This is an optimization exercise on Yosys and OpenROAD, whose aim is small area, a short achievable clock period and few clock cycles, not a production implementation. Function not checked in this run: the RTL went through the layout flow alone. Power is estimated from default activity; no workload was simulated.

**flow/run.sh**
```bash
#!/bin/bash
# The standard layout, with faster port buffers than buffer_ports picks by default.
set -euo pipefail
export BUFFER_PORTS_ARGS="-buffer_cell sky130_fd_sc_hd__buf_4"
bash standard.sh > make_finish.log 2>&1
```
**standard.sh**
```bash
#!/bin/bash
# synth_recipe.tcl (not shown) runs the flow's synth.tcl, then flattens the netlist and writes it again
# the make line also repeats each setting of config.mk as NAME=value (left out here)
make -C /OpenROAD-flow-scripts/flow DESIGN_CONFIG=/design/flow/config.mk WORK_HOME=/design/flow/orfs CLKGATE_MAP_FILE= SYNTH_SCRIPT=/design/flow/synth_recipe.tcl "${@:-finish}"
```
**config.mk**
```make
export PLATFORM = sky130hd
export DESIGN_NAME = neural
export DESIGN_NICKNAME = neural
export VERILOG_FILES = /design/flow/design.v
export SDC_FILE = /design/flow/constraint.sdc
export NUM_CORES = 4
export LEC_CHECK = 0
export CAP_MARGIN = 20
export CORE_MARGIN = 2
export CORE_UTILIZATION = 40
export CTS_BUF_LIST = sky130_fd_sc_hd__clkbuf_16
export CTS_CLUSTER_DIAMETER = 80
export CTS_CLUSTER_SIZE = 24
export SLEW_MARGIN = 20
```
**constraint.sdc**
```tcl
create_clock -name core_clock -period 20.0 [get_ports {clk}]
set_input_delay 4.0000 -clock core_clock [delete_from_list [all_inputs] [get_ports {clk}]]
set_output_delay 4.0000 -clock core_clock [all_outputs]
set_load 0.01 [all_outputs]
```
**design.v**
```verilog
module neural(input  logic clk, reset, run_inference,
              output logic ready,
              output logic [9:0] RAM_address,
              output logic [7:0] RAM_wd,
              output logic RAM_we,
              input  logic [7:0] RAM_rd);
  localparam logic [2:0] K_NONE = 3'd0, K_TWO = 3'd1, K_NS = 3'd2, K_SH = 3'd3,
                         K_IN = 3'd4, K_MAC = 3'd5;
  localparam logic [2:0] S_IDLE = 3'd0, S_INP = 3'd1, S_NODE = 3'd2,
                         S_SWITCH = 3'd3, S_DONE = 3'd4, S_WE = 3'd5;
  logic [2:0]  st;
  logic [1:0]  hc;             
  logic [2:0]  dk, pk, rk, mk;
  logic [3:0]  A;              
  logic [4:0]  B;              
  logic [4:0]  Bn;             
  logic [2:0]  Lr;             
  logic [2:0]  s;              
  logic [9:0]  colbase;        
  logic [9:0]  nxtP;           
  logic        rb;             
  logic [4:0]  nj;             
  logic        ph;             
  logic [3:0]  pos;            
  logic        rowd;           
  logic        shpend;         
  logic        nspend;         
  logic        nsdone;         
  logic [3:0]  wc0, wc1;       
  logic [4:0]  dr;             
  logic        dbias, dfin, dlast, drb, doutl, dendl;
  logic [3:0]  pr, rr;
  logic        pbias, pfin, plast, prb, poutl, pendl;
  logic        rbias, rfin, rlast, rrb, routl, rendl;
  logic        mbias, mlast, mrb, moutl, mendl;
  logic        cbias, clast, crb, coutl, cendl;
  logic [2:0]  ck;
  logic [7:0]  X [0:14];
  logic [6:0]  Y [0:14];
  logic signed [7:0]  wq, xq;
  logic signed [18:0] acc;
  logic signed [18:0] acc_n;      
  logic [15:0] pp [0:7];
  logic signed [15:0] pq;
  always_comb
    for (int i = 0; i < 8; i++) begin
      pp[i] = '0;
      for (int j = 0; j < 8; j++) pp[i][i+j] = (wq[j] & xq[i]) ^ ((i == 7) ^ (j == 7));
    end
  logic [3:0]  sh;
  logic signed [7:0] mx;
  logic [3:0]  idx;
  logic [3:0]  wcr;
  logic [14:0] nz, known, amask, me, above, cnd, low, rest;
  logic [3:0]  lowk;
  logic        lowknown;
  always_comb begin
    wcr = rb ? wc1 : wc0;
    known = 15'(~(16'hffff << wcr));       
    amask = 15'(~(16'hffff << A));         
    for (int k = 0; k < 15; k++) begin
      nz[k]    = rb ? (Y[k] != 7'd0) : (X[k] != 8'd0);
      me[k]    = amask[k] & (~known[k] | nz[k]);
    end
    above = rowd ? 15'(16'hfffe << pos) : 15'h7fff;    
    cnd  = ph ? (me & above) : me;
    low  = cnd & (~cnd + 15'd1);
    rest = cnd & ~low;
    lowk = 4'd0;
    for (int k = 0; k < 15; k++) if (low[k]) lowk = lowk | 4'(k);
    lowknown = |(low & known);
  end
  wire start = ready && run_inference;
  wire hidden  = (s < Lr - 3'd1);
  wire shneed  = shpend && hidden;
  wire lastnode = (nj == B);    
  logic [2:0]  n_st, n_dk;
  logic [3:0]  n_A, n_wc0, n_wc1;
  logic [4:0]  n_B, n_nj, n_dr;
  logic [2:0]  n_s;
  logic [9:0]  n_colbase;
  logic        n_rb, n_ph, n_shpend, n_nspend, n_nsdone;
  logic [3:0]  n_pos;
  logic        n_rowd;
  logic        n_dbias, n_dfin, n_dlast, n_drb, n_doutl, n_dendl;
  logic        n_ready, n_we;
  logic [9:0]  n_addr;
  logic [7:0]  n_wd;
  assign acc_n = (cbias ? 19'sd0 : acc) + 19'(pq);
  logic [22:0] ae;
  logic [14:0] a1;
  logic [10:0] a2;
  logic [8:0]  a3;
  logic [7:0]  r8;
  logic        ovf;
  logic [15:0] shm;
  logic signed [7:0] y8;
  logic [6:0]  y7;
  always_comb begin
    ae = {{4{acc_n[18]}}, acc_n};
    for (int i = 0; i < 15; i++) a1[i] = sh[3] ? ae[i+8] : ae[i];
    for (int i = 0; i < 11; i++) a2[i] = sh[2] ? a1[i+4] : a1[i];
    for (int i = 0; i < 9; i++)  a3[i] = sh[1] ? a2[i+2] : a2[i];
    for (int i = 0; i < 8; i++)  r8[i] = sh[0] ? a3[i+1] : a3[i];
    shm = 16'hffff << sh;                  
    ovf = |((acc_n[17:7] ^ {11{acc_n[18]}}) & shm[10:0]);
    y8 = ovf ? (acc_n[18] ? 8'sh80 : 8'sh7f) : r8;
    y7 = acc_n[18] ? 7'd0 : (ovf ? 7'h7f : r8[6:0]);
  end
  wire [3:0] vj = crb ? wc0 : wc1;
  logic signed [7:0] yq;
  logic [3:0]  wj;
  logic        wv, wend;
  wire ge = (yq >= mx);
  wire signed [7:0] mx_n = ge ? yq : mx;
  wire [3:0] idx_n = ge ? wj : idx;
  wire vdo = (ck == K_MAC) && clast;    
  always_comb begin
    n_st = st; n_dk = K_NONE; n_A = A; n_B = B; n_s = s;
    n_nj = nj; n_dr = {1'b0, lowk}; n_colbase = colbase; n_rb = rb; n_ph = ph;
    n_shpend = shpend; n_nspend = nspend; n_nsdone = nsdone; n_pos = pos; n_rowd = rowd;
    n_wc0 = wc0; n_wc1 = wc1;
    n_dbias = 1'b0; n_dfin = 1'b0; n_dlast = 1'b0; n_drb = rb; n_doutl = ~hidden;
    n_dendl = 1'b0;
    n_ready = ready; n_we = 1'b0; n_addr = RAM_address;
    n_wd = {4'd0, (mx == -8'sd128 && yq == -8'sd128) ? 4'd15 : idx_n};
    case (st)
      S_IDLE: begin
        n_ready = 1'b1;
        n_wc0 = 4'd0; n_nsdone = 1'b0;
        n_s = 3'd1; n_rb = 1'b0; n_wc1 = 4'd0; n_nj = 5'd0; n_ph = 1'b0; n_shpend = 1'b1;
      end
      S_INP: begin
        if (!nsdone && nj == 5'd1) begin
          n_dk = K_NS; n_nspend = 1'b1; n_nsdone = 1'b1;
        end else if (nj == 5'd0 || nj[3:0] < A) begin
          n_dk = K_IN; n_dr = nj; n_nj = nj + 5'd1;
          if (nsdone && nj[3:0] + 4'd1 == A) begin n_st = S_NODE; n_nj = 5'd0; end
        end else begin n_st = S_NODE; n_nj = 5'd0; end
      end
      S_NODE: begin
        if (s == 3'd1 && nj == 5'd0) n_colbase = {7'd0, Lr} + 10'd2;
        if (shneed && nj == 5'd0) begin
          n_dk = K_SH; n_dr = {1'b0, A} + 5'd1; n_shpend = 1'b0;
        end else if (!ph) begin
          n_dk = K_MAC; n_dr = {1'b0, A}; n_dbias = 1'b1; n_dlast = (cnd == 15'd0);
          n_dendl = (nj + 5'd1 == B);
          if (nj != 5'd0) n_colbase = colbase + 10'd1;
          n_nj = nj + 5'd1;
          n_rowd = 1'b0;
          if (cnd == 15'd0) begin
            if (nj + 5'd1 == B) n_st = hidden ? S_SWITCH : S_DONE;
          end else n_ph = 1'b1;
        end else if (cnd == 15'd0) begin
          n_dk = K_MAC; n_dfin = 1'b1; n_dlast = 1'b1; n_dendl = lastnode; n_ph = 1'b0;
          if (lastnode) n_st = hidden ? S_SWITCH : S_DONE;
        end else if (lowknown) begin
          n_dk = K_MAC; n_dr = {1'b0, lowk}; n_dlast = (rest == 15'd0);
          n_dendl = lastnode && (rest == 15'd0);
          n_pos = lowk; n_rowd = 1'b1;
          if (rest == 15'd0) begin
            n_ph = 1'b0;
            if (lastnode) n_st = hidden ? S_SWITCH : S_DONE;
          end
        end
      end
      S_SWITCH: if (!nspend) begin
        n_s = s + 3'd1; n_A = B[3:0]; n_B = Bn; n_rb = ~rb; n_nj = 5'd0; n_ph = 1'b0;
        n_colbase = nxtP;
        if (rb) n_wc1 = 4'd0; else n_wc0 = 4'd0;
        n_st = S_NODE;
        if (s + 3'd2 < Lr) begin    
          n_dk = K_NS; n_nspend = 1'b1; n_shpend = 1'b1;
        end else begin
          n_shpend = 1'b0;
          n_dk = K_MAC; n_dr = {1'b0, B[3:0]}; n_dbias = 1'b1; n_drb = ~rb; n_doutl = 1'b1;
          n_dendl = (Bn == 5'd1);
          n_nj = 5'd1; n_ph = 1'b1; n_rowd = 1'b0;
        end
      end
      S_WE: begin
        n_ready = 1'b1; n_addr = 10'd0; n_st = S_IDLE;
      end
      default: ;
    endcase
    case (dk)
      K_TWO:  n_addr = 10'd2;
      K_NS:   n_addr = {7'd0, s} + 10'd2;
      K_IN:   n_addr = {8'(dr[3:0] - 4'd3), 2'b11};
      K_MAC, K_SH: n_addr = colbase + 10'(dr * B);
      default: ;
    endcase
    if (rk == K_IN) n_wc0 = n_wc0 + 4'd1;
    if (vdo) begin
      if (crb) n_wc0 = wc0 + 4'd1; else n_wc1 = wc1 + 4'd1;
    end
    if (wend) begin
      n_we = 1'b1; n_addr = 10'd1023;
      n_st = S_WE;
    end
  end
  always_ff @(posedge clk or posedge reset) begin
    if (reset) begin
      st <= S_IDLE; hc <= 2'd0; dk <= K_NONE; pk <= K_NONE; rk <= K_NONE; mk <= K_NONE;
      ck <= K_NONE; wv <= 1'b0; wend <= 1'b0;
      ready <= 1'b0; RAM_we <= 1'b0; RAM_address <= 10'd0;
    end else begin
      st <= start ? S_INP : n_st; dk <= start ? K_TWO : n_dk; pk <= dk; rk <= pk; mk <= rk; ck <= mk;
      wv <= vdo && coutl; wend <= vdo && coutl && cendl;
      hc <= start ? 2'd1 : (hc == 2'd0) ? 2'd0 : hc + 2'd1;
      ready <= !start && n_ready; RAM_we <= n_we; RAM_address <= start ? 10'd1 : n_addr;
    end
  end
  always_ff @(posedge clk) begin
    A <= n_A; B <= n_B; s <= n_s; nj <= n_nj; dr <= n_dr;
    colbase <= n_colbase; rb <= n_rb; ph <= n_ph; shpend <= n_shpend;
    nspend <= n_nspend; nsdone <= n_nsdone; pos <= n_pos; rowd <= n_rowd; wc0 <= n_wc0; wc1 <= n_wc1;
    RAM_wd <= n_wd;
    dbias <= n_dbias; dfin <= n_dfin; dlast <= n_dlast; drb <= n_drb; doutl <= n_doutl;
    dendl <= n_dendl;
    pr <= dr[3:0]; pbias <= dbias; pfin <= dfin; plast <= dlast; prb <= drb;
    poutl <= doutl; pendl <= dendl;
    if (dk == K_SH) nxtP <= colbase + 10'(dr * B) + 10'd1;
    rr <= pr; rbias <= pbias; rfin <= pfin; rlast <= plast; rrb <= prb;
    routl <= poutl; rendl <= pendl;
    case (hc)
      2'd1: Lr <= RAM_rd[2:0];
      2'd2: A <= RAM_rd[3:0];
      2'd3: B <= RAM_rd[4:0];
      default: ;
    endcase
    if (rk == K_NS) begin nspend <= 1'b0; Bn <= RAM_rd[4:0]; end
    wq <= RAM_rd;
    xq <= rbias ? 8'sd5 : (rk == K_SH || rk == K_NS) ? 8'sd1 : (rfin || rk != K_MAC) ? 8'sd0 :
          (rrb ? {1'b0, Y[rr]} : X[rr]);
    mbias <= rbias && rk == K_MAC; mlast <= rlast; mrb <= rrb; moutl <= routl; mendl <= rendl;
    pq <= pp[0] + pp[1] + pp[2] + pp[3] + pp[4] + pp[5] + pp[6] + pp[7] + 16'h8100;
    cbias <= mbias; clast <= mlast; crb <= mrb; coutl <= moutl; cendl <= mendl;
    acc <= acc_n;
    if (ck == K_SH || (ck == K_NS && Lr == 3'd2)) sh <= pq[3:0];
    yq <= y8; wj <= vj;
    if (wv) begin mx <= mx_n; idx <= idx_n; end
    if (st == S_IDLE) begin mx <= -8'sd128; idx <= 4'd0; end
  end
  wire inw = (rk == K_IN);
  wire hw  = vdo && !coutl;
  wire [7:0] xwd = inw ? RAM_rd : {1'b0, y7};
  always_ff @(posedge clk) begin
    for (int k = 0; k < 15; k++) begin
      if ((inw || (hw && crb)) && wc0 == 4'(k)) X[k] <= xwd;
      if (hw && !crb && wc1 == 4'(k)) Y[k] <= y7;
    end
  end
endmodule
```
==> results.txt <==
worst max path at each step:
stage / start / end / slack (ns) / depth (start not counted)
after floorplan: run_inference / RAM_address[0] / 14.33 / 4
after global placement: run_inference / RAM_address[1] / 14.44 / 5
after detailed placement: run_inference / RAM_address[5] / 14.39 / 5
after CTS: cbias / Y[1][6] / 14.45 / 15
after global routing: cbias / Y[2][6] / 14.15 / 15
final: cbias / Y[1][6] / 14.41 / 13
cell type report:
| type | instances | area (µm²) |
|---|---|---|
| diodes | 1 | 2.502 |
| clock buffers | 28 | 700.7 |
| clock inverters | 22 | 221.5 |
| fillers | 5506 | 33200 |
| inverters | 114 | 429.2 |
| multi-input cells | 1532 | 10910 |
| flip-flops and latches | 446 | 11930 |
| well taps | 773 | 967.2 |
| repair buffers | 58 | 435.4 |
worst max-delay path: stages, from the launching register on:
cell      delay, ns
dfxtp_1        0.83
nor2b_1        0.13
ha_1           0.38
a21o_1         0.25
nor4_1         0.32
a21oi_1        0.15
o211a_1        0.26
a211oi_4       0.61
inv_2          0.34
a2111o_1       0.48
a22oi_2        0.20
a41oi_4        0.20
or4_4          0.63
and2_1         0.42
synth_stat cells, types with 5 or more instances:
cell / number / area [µm²]
clkbuf_1: 64 / 240.2
fa_1: 56 / 1121
ha_1: 110 / 1376
o221ai_1: 20 / 175.2
dfxtp_1: 129 / 2582
o31ai_1: 6 / 45.04
o21ai_1: 10 / 50.05
nand4_1: 29 / 181.4
nor4b_1: 14 / 122.6
xnor2_1: 38 / 332.8
buf_2: 11 / 55.05
and3_1: 11 / 68.82
a222oi_1: 16 / 160.2
o21ai_0: 64 / 320.3
inv_1: 109 / 409.1
a211oi_1: 12 / 90.09
xor2_1: 22 / 192.7
mux2i_1: 23 / 230.2
nor3_1: 61 / 305.3
a22oi_1: 50 / 375.4
o211ai_1: 18 / 135.1
buf_6: 5 / 56.30
and2_1: 60 / 375.4
a211o_1: 7 / 61.31
a31oi_1: 14 / 87.58
o22ai_1: 11 / 68.82
o21bai_1: 9 / 67.56
or2_2: 9 / 56.30
nor4_1: 46 / 287.8
nand2b_1: 28 / 175.2
nand3b_1: 7 / 52.55
nor2b_1: 34 / 212.7
a21o_1: 16 / 120.1
mux2_2: 15 / 168.9
a21oi_1: 103 / 515.5
nor2_1: 190 / 713.2
a22o_1: 21 / 183.9
edfxtp_1: 283 / 8498
nand2_1: 185 / 694.4
nor3b_1: 6 / 45.04
o21a_1: 21 / 157.7
a221oi_1: 23 / 201.4
nand3_1: 63 / 315.3
buf_4: 5 / 37.54
dfrtp_1: 34 / 850.8
power groups by stage:
stage               registers, mW  clock network [mW]  logic, mW
finish                       1.63               0.628       2.53
global route                 1.65               0.670       2.79
CTS                          1.63               0.642       2.51
detailed placement           1.65                   0       2.50
global placement             1.65                   0       2.45
floorplan                    1.55                   0       1.74
per-stage QoR:
stage               utilization, %  cell area, µm²  instances  hold slack (ns)
CTS                          43.53           25590       2973           0.3155
global route                 43.53           25590       2973           0.3278
global placement             41.95           24660       2923           0.3102
finish                       43.53           25600       2974           0.3184
floorplan                        -           23700       2183           0.3096
detailed placement           41.96           24670       2923           0.3121
routing by layer:
metal | GRT usage (%) | vias up | wire [µm] | part of all wire, %
met5 | 0 | - | 0 | 0
met4 | 6.692 | 0 | 2144 | 3.1
met3 | 3.006 | 126 | 5223 | 7.7
met1 | 30.64 | 8713 | 28880 | 42
li1 | - | 8086 | - | -
met2 | 36.43 | 811 | 31900 | 47
flip-flops by register name, summed over array words and instances (netlist names), 5 cells and up:
signal       count
dr               5
wq               8
yq               8
xq               8
colbase         10
Y              105
Bn               5
X              120
nj               5
mx               8
nxtP            10
B                5
pq              16
RAM_address     10
acc             19
cell families (layout without fill, tap and decap cells):
group                      Yosys count  in the layout  synth area share (%)
and+or+nand+nor                    770            770                 16.25
AOI/OAI and AO/OA                  490            490                 14.89
DFF                                446            446                 50.37
buffers and inverters              205            222                 3.740
adders and majority gates          167            167                 10.59
xor gates and xnor gates            60             60                 2.218
muxes                               41             41                 1.923
other                                1              5               0.01583
==> flow_metrics.py <==
metrics = {
    "pwr": {
        "total_power_mw": 4.792,
        "switching_share_pct": 45.21,
        "p_int_mw": 2.626,
        "p_clk_share_pct": 13.1,
        "cellPowerDensity_nw_per_um2": 187.2,
        "p_comb_share_pct": 52.9,
        "leakagePower_nw": 9.526,
        "pwr-share-seq_pct": 34.0,
        "peakVddDrop_v": 0.0001267,
        "p_sw_mw": 2.166,
    },
    "clocking": {
        "clkSinkCount": 446,
        "ctsResizeCount": 0,
        "clk_latency_ns": 0.63,
        "cts_buffers": 27,
        "postCtsSetupBuffers": 0,
        "cts_tree": "yes",
        "cts_buffer_depth": 3,
        "cts-root-buf": "clkbuf_16",
        "clkSlewWorstSetupHoldPaths_ns": 0.09,
        "h-tree-depth": 1,
        "hold_buffers": 0,
    },
    "cells_and_area": {
        "nNetsFinal": 2356,
        "final_common_cell": "edfxtp_1",
        "final_cell_mix": "283 x edfxtp_1, 188 x nor2_1, 185 x nand2_1",
        "synthToLayoutAreaGrowth_pct": 8.055,
        "drive_gt1_share_pct": 7.682,
    },
    "sta": {
        "final-hold-violation-count": 0,
        "fin_skew_ns": 0.02864,
        "tns_ns": 0,
        "slew_headroom_pct": 26.17,
        "post-route-min-period_ns": 5.594,
        "rsz0062_at_grt": "false",
        "setup_viol": 0,
        "max_freq_mhz": 178.8,
        "layout_setup_ws_ns": 14.41,
        "final_max_slew_viol_count": 0,
        "worstMarginPinSlew_ns": 1.100,
        "fin_crit_sh_pct": 27.97,
    },
    "placed_design": {
        "dp_hpwl_um": 50950,
        "place_ws_ns": 14.39,
        "gp_congestion": 0.9566,
        "portBuffers": 26,
    },
    "die": {
        "rows": 89,
        "core_um2": 58800,
        "floorplan.die_area_um2": 61180,
        "initial_utilization_pct": 40.29,
        "die_w_um": 247.4,
        "ioPinCount": 31,
        "die-height_um": 247.4,
    },
    "global_route": {
        "grt_pass1_vias": 17420,
        "grt_util_all_layers_pct": 22.21,
        "overflow": 0,
        "grt_pass1_wl_um": 104700,
        "grt_max_degree": 52,
        "antenna_found_initial": 0,
    },
    "min_path": {
        "holdPathEnd": "mendl",
        "hp-class": "flip-flop to flip-flop",
        "hold_depth": 0,
        "min-delay-start": "rendl",
    },
    "synthesis": {
        "synth-seq-cells": 446,
        "ys_seq_area_share_pct": 50.37,
        "async_flop_share_pct": 7.623,
        "synth-edff-count": 283,
        "synthFlopType": "edfxtp_1",
        "synth_area_um2": 23690,
        "yosys_warnings": 4,
        "synthCells": 2180,
        "syn_area_per_cell_um2": 10.87,
        "synthDistinctLibCells": 110,
    },
    "setup_path": {
        "r2r-end": "Y[1][6]",
        "startpoint_type": "flip-flop",
        "worstPathArrival_ns": 5.83,
        "worst-r2r-setup-slack_ns": 14.41,
        "crit_path_end_kind": "flip-flop",
        "path_class": "flip-flop to flip-flop",
        "r2r_start": "cbias",
        "crit_fanout": 20,
        "reg2regPathDepth": 13,
        "cp.required_ns": 20.24,
    },
    "routing": {
        "drtIter0Drc": 1945,
        "postRouteAntennaNets": 0,
        "drtPass1Iterations": 6,
        "routed-via-count": 17740,
        "routed_wl_um": 68150,
        "wl_per_cell_um": 22.92,
        "vias_per_cell": 5.964,
        "route.detailed.drc": 0,
    },
    "status": {
        "status": "timing/DRC/antenna clean",
    },
    "job": {
        "max_cap_viol_count": 0,
    },
}

[re-timing with driven ports]
The flow's constraints put no driver on any port. The routed layout listed below was extracted and timed again, unchanged, in two steps.
Step 1, drivers: a clkbuf_16 drives clk and a buf_2 each remaining input, both assumed.
Step 2, shift: input delay + t, output delay - t, t = (earliest + latest rising clock arrival at the registers) / 2. This alone moves slack from input paths to output paths.
Slacks: ideal / step 1 / step 2; pairs: ideal / step 1.
shift t [ns]: 0.674
setup WS [ns]: 14.406 / 14.406 / 14.406
latest minus earliest clock arrival (ns): 0.037 / 0.037
worst slew at a driven data input, ns: 0.04
cell pins on the clock port's net: 1
After both steps this run still meets setup and hold. For this run, drivers alone change the setup slack by 0.000 ns; drivers and shift together by 0.000 ns.
